From an optimization exercise on the open Yosys and OpenROAD flow, aimed at small area and a short achievable clock period; shortcuts taken in it are not production practice. RTL that was checked went through simulation tests only; none was proved equivalent to the original. Power and IR drop assume default switching activity.

==> 08-13 <==
// alu_unit
module alu_unit #(
    parameter DATA_WIDTH = 32
)(
    input  wire                  clk,
    input  wire                  reset,
    input  wire                  in_valid,
    input  wire [3:0]            alu_op,
    input  wire [1:0]            forward_a,
    input  wire [1:0]            forward_b,
    input  wire [DATA_WIDTH-1:0] operand1,
    input  wire [DATA_WIDTH-1:0] operand2,
    input  wire [DATA_WIDTH-1:0] ex_mem_result,
    input  wire [DATA_WIDTH-1:0] mem_wb_result,
    output reg                   out_valid,
    output reg  [DATA_WIDTH-1:0] result,
    output reg                   zero_flag
);
==> module alu_addlogic, before the edit <==
module alu_addlogic (
    input  wire [31:0] a,
    input  wire [31:0] b,
    input  wire        sub,      
    input  wire        arith,    
    input  wire        sel_and,
    input  wire        sel_or,
    output wire [31:0] s
);
    wire [31:0] bb = b;          
    wire [31:0] g0 = a & bb;
    wire [31:0] x0 = a ^ bb;
    wire [31:0] y  = (x0 & {32{~sel_and}}) | (g0 & {32{sel_and | sel_or}});
    reg [31:0] G, P;
    integer i, k;
    always @(*) begin
        G = g0 & {32{arith}};
        P = x0;
        G[0] = G[0] | (x0[0] & sub);
        for (k = 1; k < 32; k = k * 2)
            for (i = 2 * k - 1; i < 32; i = i + 2 * k) begin
                G[i] = G[i] | (P[i] & G[i-k]);
                P[i] = P[i] & P[i-k];
            end
        for (k = 8; k >= 1; k = k / 2)
            for (i = 3 * k - 1; i < 32; i = i + 2 * k) begin
                G[i] = G[i] | (P[i] & G[i-k]);
                P[i] = P[i] & P[i-k];
            end
    end
    wire [31:0] c = {G[30:0], sub};
    assign s = y ^ c;
endmodule
==> module alu_unit, before the edit <==
module alu_unit #(
    parameter DATA_WIDTH = 32
)(
    input  wire                  clk,
    input  wire                  reset,
    input  wire                  in_valid,
    input  wire [3:0]            alu_op,
    input  wire [1:0]            forward_a,
    input  wire [1:0]            forward_b,
    input  wire [DATA_WIDTH-1:0] operand1,
    input  wire [DATA_WIDTH-1:0] operand2,
    input  wire [DATA_WIDTH-1:0] ex_mem_result,
    input  wire [DATA_WIDTH-1:0] mem_wb_result,
    output reg                   out_valid,
    output reg  [DATA_WIDTH-1:0] result,
    output reg                   zero_flag
);
    localparam K2 = 4;   
    localparam K3 = 6;   
    genvar gi;
    wire [31:0] a_sel, b_sel;
    alu_fwd_mux #(.DATA_WIDTH(32)) mux_a (
        .sel(forward_a), .operand(operand1), .ex_mem_result(ex_mem_result),
        .mem_wb_result(mem_wb_result), .out(a_sel));
    alu_fwd_mux #(.DATA_WIDTH(32)) mux_b (
        .sel(forward_b), .operand(operand2), .ex_mem_result(ex_mem_result),
        .mem_wb_result(mem_wb_result), .out(b_sel));
    reg         s1_valid;
    reg [3:0]   s1_op;
    reg [31:0]  s1_a, s1_b;
    always @(posedge clk) begin
        if (reset) s1_valid <= 1'b0;
        else       s1_valid <= in_valid;
        s1_op <= alu_op;
        s1_a  <= a_sel;
        s1_b  <= b_sel ^ {32{alu_op == 4'b0001}};
    end
    wire op_add = (s1_op == 4'b0000);
    wire op_sub = (s1_op == 4'b0001);
    wire op_and = (s1_op == 4'b0010);
    wire op_or  = (s1_op == 4'b0011);
    wire op_xor = (s1_op == 4'b0100);
    wire op_sll = (s1_op == 4'b0101);
    wire op_srl = (s1_op == 4'b0110);
    wire op_sra = (s1_op == 4'b0111);
    wire op_mul = (s1_op == 4'b1000);
    wire op_div = (s1_op == 4'b1001);
    wire [31:0] al;
    alu_addlogic addlogic (
        .a(s1_a), .b(s1_b), .sub(op_sub), .arith(op_add | op_sub),
        .sel_and(op_and), .sel_or(op_or), .s(al));
    wire [31:0] a_rev, shr, shl;
    generate
        for (gi = 0; gi < 32; gi = gi + 1) begin : g_rev
            assign a_rev[gi] = s1_a[31-gi];
            assign shl[gi]   = shr[31-gi];
        end
    endgenerate
    wire [31:0] sh_in = op_sll ? a_rev : s1_a;
    wire        fill  = op_sra & s1_a[31];
    assign shr = $signed({fill, sh_in}) >>> s1_b[4:0];
    wire [15:0] mr0, mr1;
    alu_mul_csa mul_csa (.a(s1_a[7:0]), .b(s1_b[7:0]), .r0(mr0), .r1(mr1));
    wire [31:0] div2;
    alu_div_first #(.TO(K2)) div_s2 (.a(s1_a[7:0]), .d(s1_b[7:0]), .st_out(div2));
    reg [31:0] s2_next;
    always @(*) begin
        s2_next = 32'd0;
        if (op_add | op_sub | op_and | op_or | op_xor) s2_next = al;
        if (op_sll) s2_next = shl;
        if (op_srl | op_sra) s2_next = shr;
        if (op_mul) s2_next = {mr1, mr0};
        if (op_div) s2_next = div2;
    end
    reg        s2_valid, s2_div, s2_mul;
    reg [31:0] s2_val;
    always @(posedge clk) begin
        if (reset) s2_valid <= 1'b0;
        else       s2_valid <= s1_valid;
        s2_div <= op_div;
        s2_mul <= op_mul;
        s2_val <= s2_next;
    end
    wire [15:0] prod;
    alu_cpa16 mul_cpa (.x(s2_val[15:0]), .y(s2_val[31:16]), .s(prod));
    wire [31:0] div3;
    alu_div_stage #(.FROM(K2), .TO(K3)) div_s3 (.st_in(s2_val), .st_out(div3));
    reg        s3_valid, s3_div;
    reg [31:0] s3_val;
    always @(posedge clk) begin
        if (reset) s3_valid <= 1'b0;
        else       s3_valid <= s2_valid;
        s3_div <= s2_div;
        s3_val <= s2_div ? div3 : s2_mul ? {16'd0, prod} : s2_val;
    end
    wire [31:0] div4;
    alu_div_stage #(.FROM(K3), .TO(8)) div_s4 (.st_in(s3_val), .st_out(div4));
    wire div_zero = (s3_val[31:24] == 8'd0) & (s3_val[23:16] != 8'd0);
    always @(posedge clk) begin
        if (reset) out_valid <= 1'b0;
        else       out_valid <= s3_valid;
        result    <= s3_div ? {16'd0, div4[15:0]} : s3_val;
        zero_flag <= s3_div ? div_zero : (s3_val == 32'd0);
    end
endmodule
Settings: LEC_CHECK=0, ABC_AREA=1, CAP_MARGIN=20, CORE_MARGIN=2, CORE_UTILIZATION=40, CTS_BUF_LIST=sky130_fd_sc_hd__clkbuf_8, SLEW_MARGIN=20; clock period 18.0 ns.
standard.sh (not shown) runs the stock make flow with config.mk's settings and CLKGATE_MAP_FILE= SYNTH_SCRIPT=/design/flow/synth_recipe.tcl, a recipe that flattens the netlist after the stock synthesis.
==> flow/flow/run.sh <==
#!/bin/bash
# Own layout flow: the standard flow (standard.sh), with two changes to how
# the layout is made:
#  - the port buffers that buffer_ports inserts are buf_2 cells;
#  - after placement, the driver of every net with a large fanout is swapped
#    for a stronger cell of the same function (flow/upsize.tcl), and the
#    placement is legalised again.
# Each tool's output goes to a log file of its own in this folder.
set -euo pipefail
ARGS=("BUFFER_PORTS_ARGS=-buffer_cell sky130_fd_sc_hd__buf_2")
bash standard.sh "${ARGS[@]}" place > flow_place.log 2>&1
openroad -no_init -exit flow/upsize.tcl > flow_upsize.log 2>&1
bash standard.sh "${ARGS[@]}" finish > flow_finish.log 2>&1
==> flow/flow/upsize.tcl <==
# Swap the driver of each high-fanout net for a stronger cell of the same
# function, then legalise the placement. Reads and rewrites 3_place.odb.
set results orfs/results/$::env(FLOW_PLATFORM)/alu_unit/base
read_db $results/3_place.odb
read_liberty $::env(FLOW_HOME)/platforms/$::env(FLOW_PLATFORM)/lib/sky130_fd_sc_hd__tt_025C_1v80.lib

set n 0
foreach inst [get_cells *] {
  set ref [get_property $inst ref_name]
  if {![regexp {^(sky130_fd_sc_hd__[a-z0-9]+)_([0-9]+)$} $ref -> base drv]} continue
  # leave registers, fill, tap and tie cells alone
  if {[regexp {__(df|sdf|edf|fill|tap|conb|decap)} $base]} continue
  set fo 0
  set on_clock 0
  foreach pin [get_pins -of_objects $inst] {
    set net [get_nets -quiet -of_objects $pin]
    if {$net == ""} continue
    if {[get_full_name $net] == "clk"} { set on_clock 1 }
    if {[get_property $pin direction] != "output"} continue
    set f [llength [get_pins -quiet -of_objects $net -filter "direction==input"]]
    if {$f > $fo} { set fo $f }
  }
  if {$on_clock} continue
  # input port buffers that drive one or two pins can be the smallest buffer
  if {$base == "sky130_fd_sc_hd__buf" && $fo <= 2 && $drv > 1} {
    set in_net [get_nets -quiet -of_objects [get_pins -of_objects $inst -filter "direction==input"]]
    if {$in_net != "" && [get_ports -quiet [get_full_name $in_net]] != ""} {
      replace_cell $inst sky130_fd_sc_hd__buf_1
      incr n
      continue
    }
  }
  set want 0
  if {$fo >= 24} { set want 8 } elseif {$fo >= 12} { set want 4 } elseif {$fo >= 6} { set want 2 }
  if {$want <= $drv} continue
  set best ""
  foreach d {8 6 4 3 2} {
    if {$d > $want || $d <= $drv} continue
    if {[get_lib_cells -quiet */${base}_$d] != ""} { set best ${base}_$d; break }
  }
  if {$best == ""} continue
  replace_cell $inst $best
  incr n
}
puts "upsized $n cells"
detailed_placement
check_placement
write_db $results/3_place.odb
==> 04-16 (differences from 08-13) <==
--- a/flow/design.v
+++ b/flow/design.v
@@ -6,16 +6,12 @@
     input  wire [DATA_WIDTH-1:0] operand,
     input  wire [DATA_WIDTH-1:0] ex_mem_result,
     input  wire [DATA_WIDTH-1:0] mem_wb_result,
     output wire [DATA_WIDTH-1:0] out
 );
-    wire s_op  = (sel == 2'b00);
-    wire s_exm = (sel == 2'b10);
-    wire s_mwb = sel[0];
-    assign out = (operand & {DATA_WIDTH{s_op}}) |
-                 (ex_mem_result & {DATA_WIDTH{s_exm}}) |
-                 (mem_wb_result & {DATA_WIDTH{s_mwb}});
+    wire [DATA_WIDTH-1:0] t = sel[1] ? ex_mem_result : operand;
+    assign out = sel[0] ? mem_wb_result : t;
 endmodule
 module alu_div_step #(
     parameter J = 1
 )(
     input  wire [7:0] rem_in,    
@@ -58,11 +54,11 @@
     input  wire        arith,    
     input  wire        sel_and,
     input  wire        sel_or,
     output wire [31:0] s
 );
-    wire [31:0] bb = b;          
+    wire [31:0] bb = b ^ {32{sub}};
     wire [31:0] g0 = a & bb;
     wire [31:0] x0 = a ^ bb;
     wire [31:0] y  = (x0 & {32{~sel_and}}) | (g0 & {32{sel_and | sel_or}});
     reg [31:0] G, P;
     integer i, k;
@@ -110,73 +106,10 @@
             assign q[7-TO:0] = {(8-TO){1'b0}};
         end
     endgenerate
     assign st_out = {a, d, q, rem[TO]};
 endmodule
-module alu_div_first #(
-    parameter TO = 3
-)(
-    input  wire [7:0]  a,
-    input  wire [7:0]  d,
-    output wire [31:0] st_out    
-);
-    wire [2:0] q_head, r_head;
-    alu_div_head head (
-        .a_hi(a[7:5]), .d_lo(d[2:0]), .hi_zero(~|d[7:3]),
-        .q(q_head), .r(r_head));
-    alu_div_stage #(.FROM(3), .TO(TO)) rest (
-        .st_in({a, d, q_head, 5'd0, 5'd0, r_head}), .st_out(st_out));
-endmodule
-module alu_div_head (
-    input  wire [2:0] a_hi,    
-    input  wire [2:0] d_lo,    
-    input  wire       hi_zero,
-    output wire [2:0] q,       
-    output wire [2:0] r        
-);
-    wire [5:0] idx = {a_hi, d_lo};
-    localparam [63:0] TQ0 = 64'hf7753b190f050301;
-    localparam [63:0] TR0 = 64'h5d20d508f500fd00;
-    localparam [63:0] TQ1 = 64'h0f0f050503030101;
-    localparam [63:0] TR1 = 64'h31910800f1f90000;
-    localparam [63:0] TQ2 = 64'h0303030301010101;
-    localparam [63:0] TR2 = 64'h0181c1e100000000;
-    wire [2:0] tq, tr;
-    assign tq[0] = TQ0[idx];
-    assign tr[0] = TR0[idx];
-    assign tq[1] = TQ1[idx];
-    assign tr[1] = TR1[idx];
-    assign tq[2] = TQ2[idx];
-    assign tr[2] = TR2[idx];
-    assign q = hi_zero ? tq : 3'd0;
-    assign r = hi_zero ? tr : a_hi;
-endmodule
-module alu_cpa16 (
-    input  wire [15:0] x,
-    input  wire [15:0] y,
-    output wire [15:0] s
-);
-    wire [15:0] g0 = x & y;
-    wire [15:0] p0 = x ^ y;
-    reg [15:0] G, P;
-    integer i, k;
-    always @(*) begin
-        G = g0;
-        P = p0;
-        for (k = 1; k < 16; k = k * 2)
-            for (i = 2 * k - 1; i < 16; i = i + 2 * k) begin
-                G[i] = G[i] | (P[i] & G[i-k]);
-                P[i] = P[i] & P[i-k];
-            end
-        for (k = 4; k >= 1; k = k / 2)
-            for (i = 3 * k - 1; i < 16; i = i + 2 * k) begin
-                G[i] = G[i] | (P[i] & G[i-k]);
-                P[i] = P[i] & P[i-k];
-            end
-    end
-    assign s = p0 ^ {G[14:0], 1'b0};
-endmodule
 module alu_mul_csa (
     input  wire [7:0]  a,
     input  wire [7:0]  b,
     output wire [15:0] r0,
     output wire [15:0] r1
@@ -348,29 +281,33 @@
     input  wire [DATA_WIDTH-1:0] mem_wb_result,
     output reg                   out_valid,
     output reg  [DATA_WIDTH-1:0] result,
     output reg                   zero_flag
 );
-    localparam K2 = 4;   
-    localparam K3 = 6;   
+    localparam K2 = 3;   
+    localparam K3 = 5;   
+    localparam K4 = 7;   
     genvar gi;
     wire [31:0] a_sel, b_sel;
     alu_fwd_mux #(.DATA_WIDTH(32)) mux_a (
         .sel(forward_a), .operand(operand1), .ex_mem_result(ex_mem_result),
         .mem_wb_result(mem_wb_result), .out(a_sel));
     alu_fwd_mux #(.DATA_WIDTH(32)) mux_b (
         .sel(forward_b), .operand(operand2), .ex_mem_result(ex_mem_result),
         .mem_wb_result(mem_wb_result), .out(b_sel));
+    wire in_shift = (alu_op == 4'b0101) | (alu_op == 4'b0110) | (alu_op == 4'b0111);
     reg         s1_valid;
     reg [3:0]   s1_op;
     reg [31:0]  s1_a, s1_b;
+    reg [4:0]   s1_sh;
     always @(posedge clk) begin
         if (reset) s1_valid <= 1'b0;
         else       s1_valid <= in_valid;
         s1_op <= alu_op;
         s1_a  <= a_sel;
-        s1_b  <= b_sel ^ {32{alu_op == 4'b0001}};
+        s1_b  <= b_sel;
+        s1_sh <= b_sel[4:0] & {5{in_shift}};
     end
     wire op_add = (s1_op == 4'b0000);
     wire op_sub = (s1_op == 4'b0001);
     wire op_and = (s1_op == 4'b0010);
     wire op_or  = (s1_op == 4'b0011);
@@ -391,15 +328,16 @@
             assign shl[gi]   = shr[31-gi];
         end
     endgenerate
     wire [31:0] sh_in = op_sll ? a_rev : s1_a;
     wire        fill  = op_sra & s1_a[31];
-    assign shr = $signed({fill, sh_in}) >>> s1_b[4:0];
+    assign shr = $signed({fill, sh_in}) >>> s1_sh;
     wire [15:0] mr0, mr1;
     alu_mul_csa mul_csa (.a(s1_a[7:0]), .b(s1_b[7:0]), .r0(mr0), .r1(mr1));
     wire [31:0] div2;
-    alu_div_first #(.TO(K2)) div_s2 (.a(s1_a[7:0]), .d(s1_b[7:0]), .st_out(div2));
+    alu_div_stage #(.FROM(0), .TO(K2)) div_s2 (
+        .st_in({s1_a[7:0], s1_b[7:0], 16'd0}), .st_out(div2));
     reg [31:0] s2_next;
     always @(*) begin
         s2_next = 32'd0;
         if (op_add | op_sub | op_and | op_or | op_xor) s2_next = al;
         if (op_sll) s2_next = shl;
@@ -414,12 +352,11 @@
         else       s2_valid <= s1_valid;
         s2_div <= op_div;
         s2_mul <= op_mul;
         s2_val <= s2_next;
     end
-    wire [15:0] prod;
-    alu_cpa16 mul_cpa (.x(s2_val[15:0]), .y(s2_val[31:16]), .s(prod));
+    wire [15:0] prod = s2_val[15:0] + s2_val[31:16];
     wire [31:0] div3;
     alu_div_stage #(.FROM(K2), .TO(K3)) div_s3 (.st_in(s2_val), .st_out(div3));
     reg        s3_valid, s3_div;
     reg [31:0] s3_val;
     always @(posedge clk) begin
@@ -427,14 +364,24 @@
         else       s3_valid <= s2_valid;
         s3_div <= s2_div;
         s3_val <= s2_div ? div3 : s2_mul ? {16'd0, prod} : s2_val;
     end
     wire [31:0] div4;
-    alu_div_stage #(.FROM(K3), .TO(8)) div_s4 (.st_in(s3_val), .st_out(div4));
-    wire div_zero = (s3_val[31:24] == 8'd0) & (s3_val[23:16] != 8'd0);
+    alu_div_stage #(.FROM(K3), .TO(K4)) div_s4 (.st_in(s3_val), .st_out(div4));
+    reg        s4_valid, s4_div;
+    reg [31:0] s4_val;
+    always @(posedge clk) begin
+        if (reset) s4_valid <= 1'b0;
+        else       s4_valid <= s3_valid;
+        s4_div <= s3_div;
+        s4_val <= s3_div ? div4 : s3_val;
+    end
+    wire [31:0] div5;
+    alu_div_stage #(.FROM(K4), .TO(8)) div_s5 (.st_in(s4_val), .st_out(div5));
+    wire div_zero = (s4_val[31:24] == 8'd0) & (s4_val[23:16] != 8'd0);
     always @(posedge clk) begin
         if (reset) out_valid <= 1'b0;
-        else       out_valid <= s3_valid;
-        result    <= s3_div ? {16'd0, div4[15:0]} : s3_val;
-        zero_flag <= s3_div ? div_zero : (s3_val == 32'd0);
+        else       out_valid <= s4_valid;
+        result    <= s4_div ? {16'd0, div5[15:0]} : s4_val;
+        zero_flag <= s4_div ? div_zero : (s4_val == 32'd0);
     end
 endmodule
--- a/flow/flow/upsize.tcl
+++ b/flow/flow/upsize.tcl
@@ -19,19 +19,10 @@
     if {[get_property $pin direction] != "output"} continue
     set f [llength [get_pins -quiet -of_objects $net -filter "direction==input"]]
     if {$f > $fo} { set fo $f }
   }
   if {$on_clock} continue
-  # input port buffers that drive one or two pins can be the smallest buffer
-  if {$base == "sky130_fd_sc_hd__buf" && $fo <= 2 && $drv > 1} {
-    set in_net [get_nets -quiet -of_objects [get_pins -of_objects $inst -filter "direction==input"]]
-    if {$in_net != "" && [get_ports -quiet [get_full_name $in_net]] != ""} {
-      replace_cell $inst sky130_fd_sc_hd__buf_1
-      incr n
-      continue
-    }
-  }
   set want 0
   if {$fo >= 24} { set want 8 } elseif {$fo >= 12} { set want 4 } elseif {$fo >= 6} { set want 2 }
   if {$want <= $drv} continue
   set best ""
   foreach d {8 6 4 3 2} {
CTS_BUF_LIST = not set   (was sky130_fd_sc_hd__clkbuf_8)
==> 04-19 (differences from 08-13) <==
--- a/flow/design.v
+++ b/flow/design.v
@@ -58,11 +58,11 @@
     input  wire        arith,    
     input  wire        sel_and,
     input  wire        sel_or,
     output wire [31:0] s
 );
-    wire [31:0] bb = b;          
+    wire [31:0] bb = b ^ {32{sub}};
     wire [31:0] g0 = a & bb;
     wire [31:0] x0 = a ^ bb;
     wire [31:0] y  = (x0 & {32{~sel_and}}) | (g0 & {32{sel_and | sel_or}});
     reg [31:0] G, P;
     integer i, k;
@@ -366,11 +366,11 @@
     always @(posedge clk) begin
         if (reset) s1_valid <= 1'b0;
         else       s1_valid <= in_valid;
         s1_op <= alu_op;
         s1_a  <= a_sel;
-        s1_b  <= b_sel ^ {32{alu_op == 4'b0001}};
+        s1_b  <= b_sel;
     end
     wire op_add = (s1_op == 4'b0000);
     wire op_sub = (s1_op == 4'b0001);
     wire op_and = (s1_op == 4'b0010);
     wire op_or  = (s1_op == 4'b0011);
CORE_UTILIZATION = 60   (was 40)
==> 07-15 (differences from 08-13) <==
--- a/flow/design.v
+++ b/flow/design.v
@@ -58,11 +58,11 @@
     input  wire        arith,    
     input  wire        sel_and,
     input  wire        sel_or,
     output wire [31:0] s
 );
-    wire [31:0] bb = b;          
+    wire [31:0] bb = b ^ {32{sub}};
     wire [31:0] g0 = a & bb;
     wire [31:0] x0 = a ^ bb;
     wire [31:0] y  = (x0 & {32{~sel_and}}) | (g0 & {32{sel_and | sel_or}});
     reg [31:0] G, P;
     integer i, k;
@@ -366,11 +366,11 @@
     always @(posedge clk) begin
         if (reset) s1_valid <= 1'b0;
         else       s1_valid <= in_valid;
         s1_op <= alu_op;
         s1_a  <= a_sel;
-        s1_b  <= b_sel ^ {32{alu_op == 4'b0001}};
+        s1_b  <= b_sel;
     end
     wire op_add = (s1_op == 4'b0000);
     wire op_sub = (s1_op == 4'b0001);
     wire op_and = (s1_op == 4'b0010);
     wire op_or  = (s1_op == 4'b0011);
==> summary.txt <==
Post-detailed-route wirelength per cell: 04-16 16.51 µm; 07-15 17.76 µm; 04-19 18.12 µm; 08-13 18.05 µm
Number of buffers added by the clock tree synthesis step: 04-16 23; 07-15 17; 04-19 17; 08-13 17
Result of the run: 04-16 no timing/DRC/antenna violations; 07-15 no timing/DRC/antenna violations; 04-19 no timing/DRC/antenna violations; 08-13 no timing/DRC/antenna violations
Area of the core region: 04-16 0.03740 mm²; 07-15 0.03437 mm²; 04-19 0.02264 mm²; 08-13 0.03362 mm²
Mean cell area of the mapped netlist: 04-16 6.746 µm²; 07-15 6.651 µm²; 04-19 6.651 µm²; 08-13 6.594 µm²
Multi-input combinational cell area: 04-16 0.009159 mm²; 07-15 0.009010 mm²; 04-19 0.009077 mm²; 08-13 0.008909 mm²
Floorplan die width: 04-16 198.4 µm; 07-15 190.2 µm; 04-19 156.0 µm; 08-13 189.2 µm
Share of Yosys cell area claimed by the top area cell type: 04-16 27.94%; 07-15 24.83%; 04-19 24.83%; 08-13 25.10%
Clock latency (worst-skew pair): 04-16 0.55 ns; 07-15 0.48 ns; 04-19 0.48 ns; 08-13 0.51 ns
Net Sw Power: 04-16 695.3 µW; 07-15 635.3 µW; 04-19 629.5 µW; 08-13 664.2 µW
Reported clock group power: 04-16 516 µW; 07-15 270 µW; 04-19 273 µW; 08-13 304 µW
FF+latch count: 04-16 211; 07-15 172; 04-19 172; 08-13 172
Worst relative slew slack: 04-16 35.45%; 07-15 41.86%; 04-19 36.04%; 08-13 48.12%
Register bit count reported by yosys: 04-16 211; 07-15 172; 04-19 172; 08-13 172
Only the layout flow was run in 04-16; the RTL was not checked for function there.

## afterwards: timing with drivers on the ports
The results above use ideal ports. As a check the final layouts listed here were re-extracted and re-timed, cells and wires unchanged. Step 1, drivers: a clkbuf_16 drives clk and a buf_2 each remaining input, both assumed. Step 2 adds t to the input delays and takes it off the output delays; t is the mean of the earliest and latest rising clock arrival at the registers after step 1. Input paths then give back, and output paths get back, about the clock's delay inside the block. Slacks: ideal ports / drivers / drivers and shift; pairs: ideal ports / drivers.
| run | t (ns) | setup WS [ns] | worst register clock-pin slew, ns |
|---|---|---|---|
| 08-13 | 0.550 | 13.422 / 13.371 / 13.273 | 0.12 / 0.12 |
| 04-16 | 0.594 | 13.424 / 13.372 / 13.403 | 0.06 / 0.06 |
| 04-19 | 0.511 | 13.467 / 13.419 / 13.398 | 0.12 / 0.12 |
| 07-15 | 0.518 | 13.465 / 13.417 / 13.461 | 0.11 / 0.11 |
After both steps setup and hold are still met in every run listed. For 08-13, which loses most, drivers alone change the setup slack by -0.051 ns; drivers and shift together by -0.149 ns.
